Background: an optimization exercise with open tools, aiming at small area. Do not read the settings as production practice.
At most, simulation tests tie the RTL to the original design; equivalence was not proved.
Power and IR drop assume default switching activity.

==> inputs of violet <==
Design MIPS_ALU_top, start of the top module:
module MIPS_ALU_top (
    input             clk,
    input      [31:0] dataA,
    input      [31:0] dataB,
    input      [3:0]  control,
    input      [4:0]  shmt,
    output reg [31:0] dataC,
    output reg        carry,
    output reg        zero,
    output reg        negative
);
clock: 11.0 ns
lec_check: 0
abc_area: 1
cap_margin: 20
cell_pad_in_sites_detail_placement: 1
cell_pad_in_sites_global_placement: 1
core_margin: 2
core_utilization: 40
cts_buf_list: sky130_fd_sc_hd__clkbuf_4 sky130_fd_sc_hd__clkbuf_8
gpl_timing_driven: 0
setup_slack_margin: 0.2
slew_margin: 20
standard.sh (not shown) runs the stock make flow with config.mk's settings and CLKGATE_MAP_FILE= SYNTH_SCRIPT=/design/flow/synth_recipe.tcl, a recipe that flattens the netlist after the stock synthesis.
==> flow/flow/run.sh <==
#!/bin/bash
set -uo pipefail
W=$(pwd)
{ cat <<'EOT'
# synth_recipe.tcl with ABC's -script argument pointed at flow/abc.script
proc abc {args} {
  set i [lsearch -exact $args -script]
  if {$i >= 0} { lset args [expr {$i + 1}] @ABC@ }
  yosys abc {*}$args
}
EOT
cat synth_recipe.tcl; } | sed "s#@ABC@#$W/flow/abc.script#" > synth_abc.tcl
bash standard.sh SYNTH_SCRIPT=$W/synth_abc.tcl synth > synth.log 2>&1 || exit 1
bash standard.sh > layout.log 2>&1
==> flow/flow/abc.script <==
strash
&get -n
&st
&dch
&nf -R 1000
&put
topo
stime -c
buffer -c
upsize -c
dnsize -c
==> onyx: changes against violet <==
==> flow/run.sh (new file) <==
#!/bin/bash
# synth_recipe.tcl (not shown) runs the flow's synth.tcl, then flattens the netlist and writes it again
# the make line also repeats each setting of config.mk as NAME=value (left out here)
make -C /OpenROAD-flow-scripts/flow DESIGN_CONFIG=/design/flow/config.mk WORK_HOME=/design/flow/orfs CLKGATE_MAP_FILE= SYNTH_SCRIPT=/design/flow/synth_recipe.tcl finish
CELL_PAD_IN_SITES_DETAIL_PLACEMENT = not set   (was 1)
CELL_PAD_IN_SITES_GLOBAL_PLACEMENT = not set   (was 1)
removed: flow/flow/run.sh
removed: flow/flow/abc.script
removed: flow/standard.sh
==> notes <==
- onyx completed with no timing, DRC or antenna violations. violet completed without violations.
- Between onyx and violet, the lower global-route usage is in violet (gap 1.0 points).
- In onyx the clock-buffer cell count is higher than in violet, by 4.
- In onyx the die area is larger than in violet, by about 11%.
- Critical path depth is the same in onyx and violet.
- Total power: onyx is lower than violet (8.0%).
- Non-clock buffer count: onyx is lower than violet (76).
- Between violet and onyx, the lower synthesized cell count is in violet (gap 29%, measured against onyx).
- Between onyx and violet, the lower sequential share of layout area is in onyx (gap 0.35 points).
==> figures <==
Switching pwr: violet 0.00116 W; onyx 0.00109 W
Maximum number of pins on one net before global-route repair: violet 15; onyx 12
Worst setup skew after layout: violet 9.87 ps; onyx 4.52 ps
Final Power: violet 0.00228 W; onyx 0.00209 W
Combined global-route utilization of all metal layers: violet 43.6%; onyx 44.6%
Fraction of final layout cells sized beyond drive strength 1: violet 13.8%; onyx 5.87%
Gate count of the mapped netlist: violet 1702; onyx 2413
Clock tree buffer count of the final layout: violet 9; onyx 13
Largest vdd supply drop: violet 0.0000739 V; onyx 0.000104 V
Areal power density over the cells: violet 123 nW/µm²; onyx 107 nW/µm²
Avg Vias per Cell: violet 7.49; onyx 6.48
Largest stage delay on the critical path: violet 810 ps; onyx 640 ps
Die span in x: violet 201 µm; onyx 212 µm
Part of the power in registers: violet 18.3%; onyx 19.4%
Seq pwr: violet 0.000417 W; onyx 0.000406 W
Post-route core utilization: violet 48.1%; onyx 45.4%
Status: violet no timing/DRC/antenna violations; onyx no timing/DRC/antenna violations
Synth Area per Inst: violet 9.14 µm²; onyx 7.17 µm²

========
==> build 76 <==
Another version of the RTL of MIPS_ALU_top (not shown whole).
==> module MIPS_ALU_top, before the edit <==
module MIPS_ALU_top (
    input             clk,
    input      [31:0] dataA,
    input      [31:0] dataB,
    input      [3:0]  control,
    input      [4:0]  shmt,
    output reg [31:0] dataC,
    output reg        carry,
    output reg        zero,
    output reg        negative
);
wire [32:0] r_w;
wire        negative_w;
reg  [32:0] r_q;
reg         negative_q;
ALU alu_unit (
    .dataA(dataA),
    .dataB(dataB),
    .control(control),
    .shmt(shmt),
    .R(r_w),
    .negative(negative_w)
);
always @(posedge clk) begin
    r_q        <= r_w;
    negative_q <= negative_w;
    dataC      <= r_q[31:0];
    carry      <= r_q[32];
    zero       <= (r_q == 33'd0);
    negative   <= negative_q;
end
endmodule
make LEC_CHECK=0 ABC_AREA=1 CAP_MARGIN=20 CORE_MARGIN=2 CORE_UTILIZATION=40 CTS_BUF_LIST='sky130_fd_sc_hd__clkbuf_4 sky130_fd_sc_hd__clkbuf_8' GPL_TIMING_DRIVEN=0 SETUP_SLACK_MARGIN=0.2 SLEW_MARGIN=20 finish   # period 11.0 ns
run.sh (not shown) runs the stock make flow with config.mk's settings and CLKGATE_MAP_FILE= SYNTH_SCRIPT=/design/flow/synth_recipe.tcl, a recipe that flattens the netlist after the stock synthesis.
Stock flow here: none of the scripts above is used.
==> trial 56 (differences from build 76) <==
--- a/flow/design.v
+++ b/flow/design.v
@@ -2488,23 +2488,27 @@
     output reg        negative
 );
+reg [31:0] dataA_q;
+reg [31:0] dataB_q;
+reg [3:0]  control_q;
+reg [4:0]  shmt_q;
 wire [32:0] r_w;
 wire        negative_w;
-reg  [32:0] r_q;
-reg         negative_q;
+always @(posedge clk) begin
+    dataA_q   <= dataA;
+    dataB_q   <= dataB;
+    control_q <= control;
+    shmt_q    <= shmt;
+    dataC     <= r_w[31:0];
+    carry     <= r_w[32];
+    zero      <= (r_w == 33'd0);
+    negative  <= negative_w;
+end
 ALU alu_unit (
-    .dataA(dataA),
-    .dataB(dataB),
-    .control(control),
-    .shmt(shmt),
+    .dataA(dataA_q),
+    .dataB(dataB_q),
+    .control(control_q),
+    .shmt(shmt_q),
     .R(r_w),
     .negative(negative_w)
 );
-always @(posedge clk) begin
-    r_q        <= r_w;
-    negative_q <= negative_w;
-    dataC      <= r_q[31:0];
-    carry      <= r_q[32];
-    zero       <= (r_q == 33'd0);
-    negative   <= negative_q;
-end
 endmodule
Settings changed: CTS_BUF_LIST sky130_fd_sc_hd__clkbuf_4 sky130_fd_sc_hd__clkbuf_8 to unset.
==> comparison table <==
item                                                                                             build 76       trial 56
Outcome                                                                  no timing/DRC/antenna violations  no timing/DRC/antenna violations
Share of the yosys chip area belonging to registers                                                8.192%         12.31%
Number of setup buffers added after CTS                                                                 3              0
Mapped cell area                                                                              16,860 um^2    17,560 um^2
Final worst path period need                                                                    10,800 ps      10,360 ps
Share of final-layout standard cells stronger than drive strength 1                                8.826%         3.255%
Final clock-cell share                                                                            0.9614%         1.463%
Cell Pwr Density                                                                            112.8 nW/um^2  113.7 nW/um^2
Overall via count from detail_route                                                                19,871         19,490
Count of unique library cells instantiated by Yosys                                                    51             46
Fill cell count                                                                                     4,217          4,496
Final wirelength                                                                               101,300 um      98,000 um
Worst Setup Path Type                                                                   input pin to flop   flop to flop
Per-cell via count in the routed design                                                             6.752          6.469
Number of clock buffers in the layout                                                                  12             10
Post-Route Utilization                                                                             46.75%         45.75%
Avg Inst Size Synth                                                                            7.454 um^2     7.627 um^2
Critical path capture point                                                               r_q[30]$_DFF_P_   zero$_DFF_P_
Post-synthesis share of cell area spent on full adders, half adders and majority gates             36.20%         34.75%
GRT Overall Usage                                                                                  45.83%         43.35%
Non-clk bufs                                                                                          253            252
No functional check of the RTL was part of trial 56.

what the ideal ports hide:
In the flow no input, the clock included, has a driving cell. The finished layouts below were timed again as built, in two steps.
Step 1 sets driving cells, clkbuf_16 on the clock port and buf_2 on the other inputs (assumed; they add their load-dependent delay and slew).
Step 2 adds t to the input delays and takes it off the output delays; t is the mean of the earliest and latest rising clock arrival at the registers after step 1. Input paths then give back, and output paths get back, about the clock's delay inside the block.
Three values: ideal, step 1, step 2; two values: the first two.
run	t, ns	setup slack, ns	hold WS [ns]	pins driven straight from the clock port
violet	0.403	0.372 / 0.390 / -0.014	0.334 / 0.334 / 0.334	1
onyx	0.359	0.300 / 0.304 / -0.056	0.330 / 0.330 / 0.330	1
build 76	0.364	0.202 / 0.209 / -0.155	0.327 / 0.327 / 0.327	1
trial 56	0.457	0.642 / 0.642 / 0.642	0.718 / 0.718 / 0.718	1
With both steps, setup timing fails in violet, onyx and build 76, where it was met with ideal ports. For violet, which loses most, drivers alone change the setup slack by +0.018 ns; drivers and shift together by -0.386 ns.
